From an optimization exercise on the open Yosys and OpenROAD flow, aimed at small area and a short achievable clock period; shortcuts taken in it are not production practice. Where RTL was checked, it was by simulation tests only, not by an equivalence proof against the original.

## P
Design fc_head, start of the top module:
module fc_head #(
    parameter DATA_WIDTH = 16,
    parameter NUM_INPUTS = 1024,
    parameter NUM_OUTPUTS = 4
)(
    input clk,
    input rst,
    input [DATA_WIDTH-1:0] myinput,
    input [DATA_WIDTH*NUM_OUTPUTS-1:0] myweights,
    input myinputValid,
    output [DATA_WIDTH*NUM_OUTPUTS-1:0] softmax_out,
    output softmax_valid,
    output [7:0] led_control,
    output [DATA_WIDTH*NUM_OUTPUTS-1:0] logits
);
    reg [9:0] input_count;
    reg [63:0] weights;
    reg last0, last1, last2, last3, logit_valid, rst_d, clr;
    reg [7:0] b_one, b_two, b_neg;
    reg [7:0] b_one_n, b_two_n, b_neg_n;
    wire take = myinputValid && !rst;
    wire [16:0] xe = {myinput, 1'b0};
    wire [7:0] e_one, e_two, e_neg;
    genvar i;
    generate
        for (i = 0; i < 8; i = i + 1) begin : booth
            assign e_one[i] = xe[2*i+1] ^ xe[2*i];
  ...
Size: roughly 5,700 cells after synthesis, roughly 220 I/O pins, about 55,000 um2 of cells after synthesis.
==> module neuron, before the edit <==
module neuron #(
    parameter signed [15:0] BIAS = 0    
)(
    input clk,
    input [7:0] one,         
    input [7:0] two,         
    input [7:0] neg,         
    input [15:0] weight,     
    input clr,               
    output reg [15:0] logit
);
    wire [31:0] ts, tc;
    mul_tree tree (.one(one), .two(two), .neg(neg), .w(weight), .ps(ts), .pc(tc));
    reg [31:0] ps, pc, p;
    wire [32:0] p_next;
    add_bk #(.W(32)) padd (.a(ps), .b(pc), .s(p_next));
    always @(posedge clk) begin
        ps <= ts;
        pc <= tc;
        p <= p_next[31:0];
    end
    reg [31:0] acc;
    reg [17:0] tot;
    wire [32:0] s;
    add_pfx #(.W(32)) add (.a(acc), .b(p), .s(s));
    wire ovf = (acc[31] == p[31]) && (s[31] != acc[31]);
    wire [31:0] r = ovf ? {acc[31], {31{~acc[31]}}} : s[31:0];
    always @(posedge clk) begin
        acc <= clr ? 32'd0 : r;
        if (clr)
            tot <= r[31:14];
    end
    wire [18:0] u = {tot[17], tot} + {{3{BIAS[15]}}, BIAS};
    always @(posedge clk)
        logit <= (u[18:15] == 4'b0000 || u[18:15] == 4'b1111) ? u[15:0] :
                 u[18] ? 16'h8000 : 16'h7FFF;
endmodule
==> module fc_head, before the edit <==
module fc_head #(
    parameter DATA_WIDTH = 16,
    parameter NUM_INPUTS = 1024,
    parameter NUM_OUTPUTS = 4
)(
    input clk,
    input rst,
    input [DATA_WIDTH-1:0] myinput,
    input [DATA_WIDTH*NUM_OUTPUTS-1:0] myweights,
    input myinputValid,
    output [DATA_WIDTH*NUM_OUTPUTS-1:0] softmax_out,
    output softmax_valid,
    output [7:0] led_control,
    output [DATA_WIDTH*NUM_OUTPUTS-1:0] logits
);
    reg [9:0] input_count;
    reg [63:0] weights;
    reg last0, last1, last2, last3, logit_valid, rst_d, clr;
    reg [7:0] b_one, b_two, b_neg;
    reg [7:0] b_one_n, b_two_n, b_neg_n;
    wire take = myinputValid && !rst;
    wire [16:0] xe = {myinput, 1'b0};
    wire [7:0] e_one, e_two, e_neg;
    genvar i;
    generate
        for (i = 0; i < 8; i = i + 1) begin : booth
            assign e_one[i] = xe[2*i+1] ^ xe[2*i];
            assign e_two[i] = (xe[2*i+2] & ~xe[2*i+1] & ~xe[2*i]) | (~xe[2*i+2] & xe[2*i+1] & xe[2*i]);
            assign e_neg[i] = xe[2*i+2];
        end
    endgenerate
    always @(posedge clk) begin
        b_one <= take ? e_one : 8'd0;
        b_two <= take ? e_two : 8'd0;
        b_neg <= take ? e_neg : 8'd0;
        b_one_n <= ~(take ? e_one : 8'd0);
        b_two_n <= ~(take ? e_two : 8'd0);
        b_neg_n <= ~(take ? e_neg : 8'd0);
        weights <= myweights;
        rst_d <= rst;
        clr <= rst_d || last1;
        if (rst) begin
            input_count <= 0;
            last0 <= 0;
            last1 <= 0;
            last2 <= 0;
            last3 <= 0;
            logit_valid <= 0;
        end else begin
            if (myinputValid)
                input_count <= input_count + 1;
            last0 <= myinputValid && (input_count == NUM_INPUTS-1);
            last1 <= last0;
            last2 <= last1;
            last3 <= last2;
            logit_valid <= last3;
        end
    end
    localparam [63:0] BIASES = {16'h003C, 16'h0001, 16'hFFD1, 16'h0006};
    generate
        for (i = 0; i < NUM_OUTPUTS; i = i + 1) begin : output_layer
            neuron #(
                .BIAS(BIASES[(i+1)*DATA_WIDTH-1 -: DATA_WIDTH])
            ) neuron_output (
                .clk(clk),
                .one(i < 2 ? b_one : ~b_one_n),
                .two(i < 2 ? b_two : ~b_two_n),
                .neg(i < 2 ? b_neg : ~b_neg_n),
                .weight(weights[(i+1)*DATA_WIDTH-1 -: DATA_WIDTH]),
                .clr(clr),
                .logit(logits[(i+1)*DATA_WIDTH-1 -: DATA_WIDTH])
            );
        end
    endgenerate
    Softmax softmax_inst (
        .clk(clk),
        .rst(rst),
        .in(logits),
        .in_valid(logit_valid),
        .out(softmax_out),
        .valid(softmax_valid),
        .led_control(led_control)
    );
endmodule
clock: 8.0 ns
lec_check: 0
abc_clock_period_in_ps: 1500
cap_margin: 20
core_margin: 2
core_utilization: 40
cts_cluster_diameter: 80
cts_cluster_size: 30
setup_slack_margin: 4.8
slew_margin: 20
run.sh (not shown) runs the stock make flow with config.mk's settings and CLKGATE_MAP_FILE= SYNTH_SCRIPT=/design/flow/synth_recipe.tcl, a recipe that flattens the netlist after the stock synthesis.
[inputs] Q vs P
diff --git a/flow/design.v b/flow/design.v
--- a/flow/design.v
+++ b/flow/design.v
@@ -4,13 +4,13 @@
 )(
     input clk,
     input [7:0] one,         
     input [7:0] two,         
     input [7:0] neg,         
     input [15:0] weight,     
-    input clr,               
+    input start,             
     output reg [15:0] logit
 );
     wire [31:0] ts, tc;
     mul_tree tree (.one(one), .two(two), .neg(neg), .w(weight), .ps(ts), .pc(tc));
     reg [31:0] ps, pc, p;
     wire [32:0] p_next;
@@ -18,26 +18,23 @@
     always @(posedge clk) begin
         ps <= ts;
         pc <= tc;
         p <= p_next[31:0];
     end
     reg [31:0] acc;
-    reg [17:0] tot;
     wire [32:0] s;
     add_pfx #(.W(32)) add (.a(acc), .b(p), .s(s));
     wire ovf = (acc[31] == p[31]) && (s[31] != acc[31]);
     wire [31:0] r = ovf ? {acc[31], {31{~acc[31]}}} : s[31:0];
-    always @(posedge clk) begin
-        acc <= clr ? 32'd0 : r;
-        if (clr)
-            tot <= r[31:14];
-    end
-    wire [18:0] u = {tot[17], tot} + {{3{BIAS[15]}}, BIAS};
     always @(posedge clk)
-        logit <= (u[18:15] == 4'b0000 || u[18:15] == 4'b1111) ? u[15:0] :
-                 u[18] ? 16'h8000 : 16'h7FFF;
+        acc <= start ? p : r;
+    wire [18:0] u = {acc[31], acc[31:14]} + {{3{BIAS[15]}}, BIAS};
+    always @(posedge clk)
+        if (start)
+            logit <= (u[18:15] == 4'b0000 || u[18:15] == 4'b1111) ? u[15:0] :
+                     u[18] ? 16'h8000 : 16'h7FFF;
 endmodule
 module add_pfx #(
     parameter W = 32
 )(
     input [W-1:0] a,
     input [W-1:0] b,
@@ -649,13 +646,13 @@
     output softmax_valid,
     output [7:0] led_control,
     output [DATA_WIDTH*NUM_OUTPUTS-1:0] logits
 );
     reg [9:0] input_count;
     reg [63:0] weights;
-    reg last0, last1, last2, last3, logit_valid, rst_d, clr;
+    reg last0, last1, last2, last3, logit_valid, rst_d, rst_dd, start;
     reg [7:0] b_one, b_two, b_neg;
     reg [7:0] b_one_n, b_two_n, b_neg_n;
     wire take = myinputValid && !rst;
     wire [16:0] xe = {myinput, 1'b0};
     wire [7:0] e_one, e_two, e_neg;
     genvar i;
@@ -672,13 +669,14 @@
         b_neg <= take ? e_neg : 8'd0;
         b_one_n <= ~(take ? e_one : 8'd0);
         b_two_n <= ~(take ? e_two : 8'd0);
         b_neg_n <= ~(take ? e_neg : 8'd0);
         weights <= myweights;
         rst_d <= rst;
-        clr <= rst_d || last1;
+        rst_dd <= rst_d;
+        start <= rst_dd || last2;
         if (rst) begin
             input_count <= 0;
             last0 <= 0;
             last1 <= 0;
             last2 <= 0;
             last3 <= 0;
@@ -701,13 +699,13 @@
             ) neuron_output (
                 .clk(clk),
                 .one(i < 2 ? b_one : ~b_one_n),
                 .two(i < 2 ? b_two : ~b_two_n),
                 .neg(i < 2 ? b_neg : ~b_neg_n),
                 .weight(weights[(i+1)*DATA_WIDTH-1 -: DATA_WIDTH]),
-                .clr(clr),
+                .start(start),
                 .logit(logits[(i+1)*DATA_WIDTH-1 -: DATA_WIDTH])
             );
         end
     endgenerate
     Softmax softmax_inst (
         .clk(clk),
--- outcome ---
Going from P to Q, non-clock buffer count grew by more than a quarter.
Relative to P, final RePlAce weighted congestion has decreased by 1.7% in Q.
Summary of Q over P: utilization of the core after routing rose by 1.6 points; share of the synthesized netlist area taken by xor and xnor gates increased by 0.18 points relative to the old numbers; number of DRC violations after detailed-routing iteration 0 dropped about 13%.
In Q, design area is higher than in P.
Cmp Q and P / cell area after technology mapping / higher: P
Final critical path time including I/O delays and setup (higher): Q
Function not checked in Q: the RTL went through the layout flow alone.

[re-timing with driven ports]
The flow's constraints put no driver on any port. The routed layouts listed below were extracted and timed again, unchanged, in two steps.
Step 1 assumes that a clkbuf_16 drives the clock port and a buf_2 every other input.
Step 2 times the ports against the registers' clock, not the clock port: input delays grow and output delays shrink by t, the midpoint of the rising clock arrivals with the driver on.
Slacks: ideal ports / drivers / drivers and shift; pairs: ideal ports / drivers.
run	shift t [ns]	setup WS [ns]	worst hold slack (ns)
P	0.760	4.830 / 4.783 / 4.597	0.428 / 0.428 / 0.428
Q	0.762	4.551 / 4.551 / 4.551	0.339 / 0.339 / 0.339
After both steps every run listed still meets setup and hold. For P, which loses most, drivers alone change the setup slack by -0.047 ns; drivers and shift together by -0.233 ns.
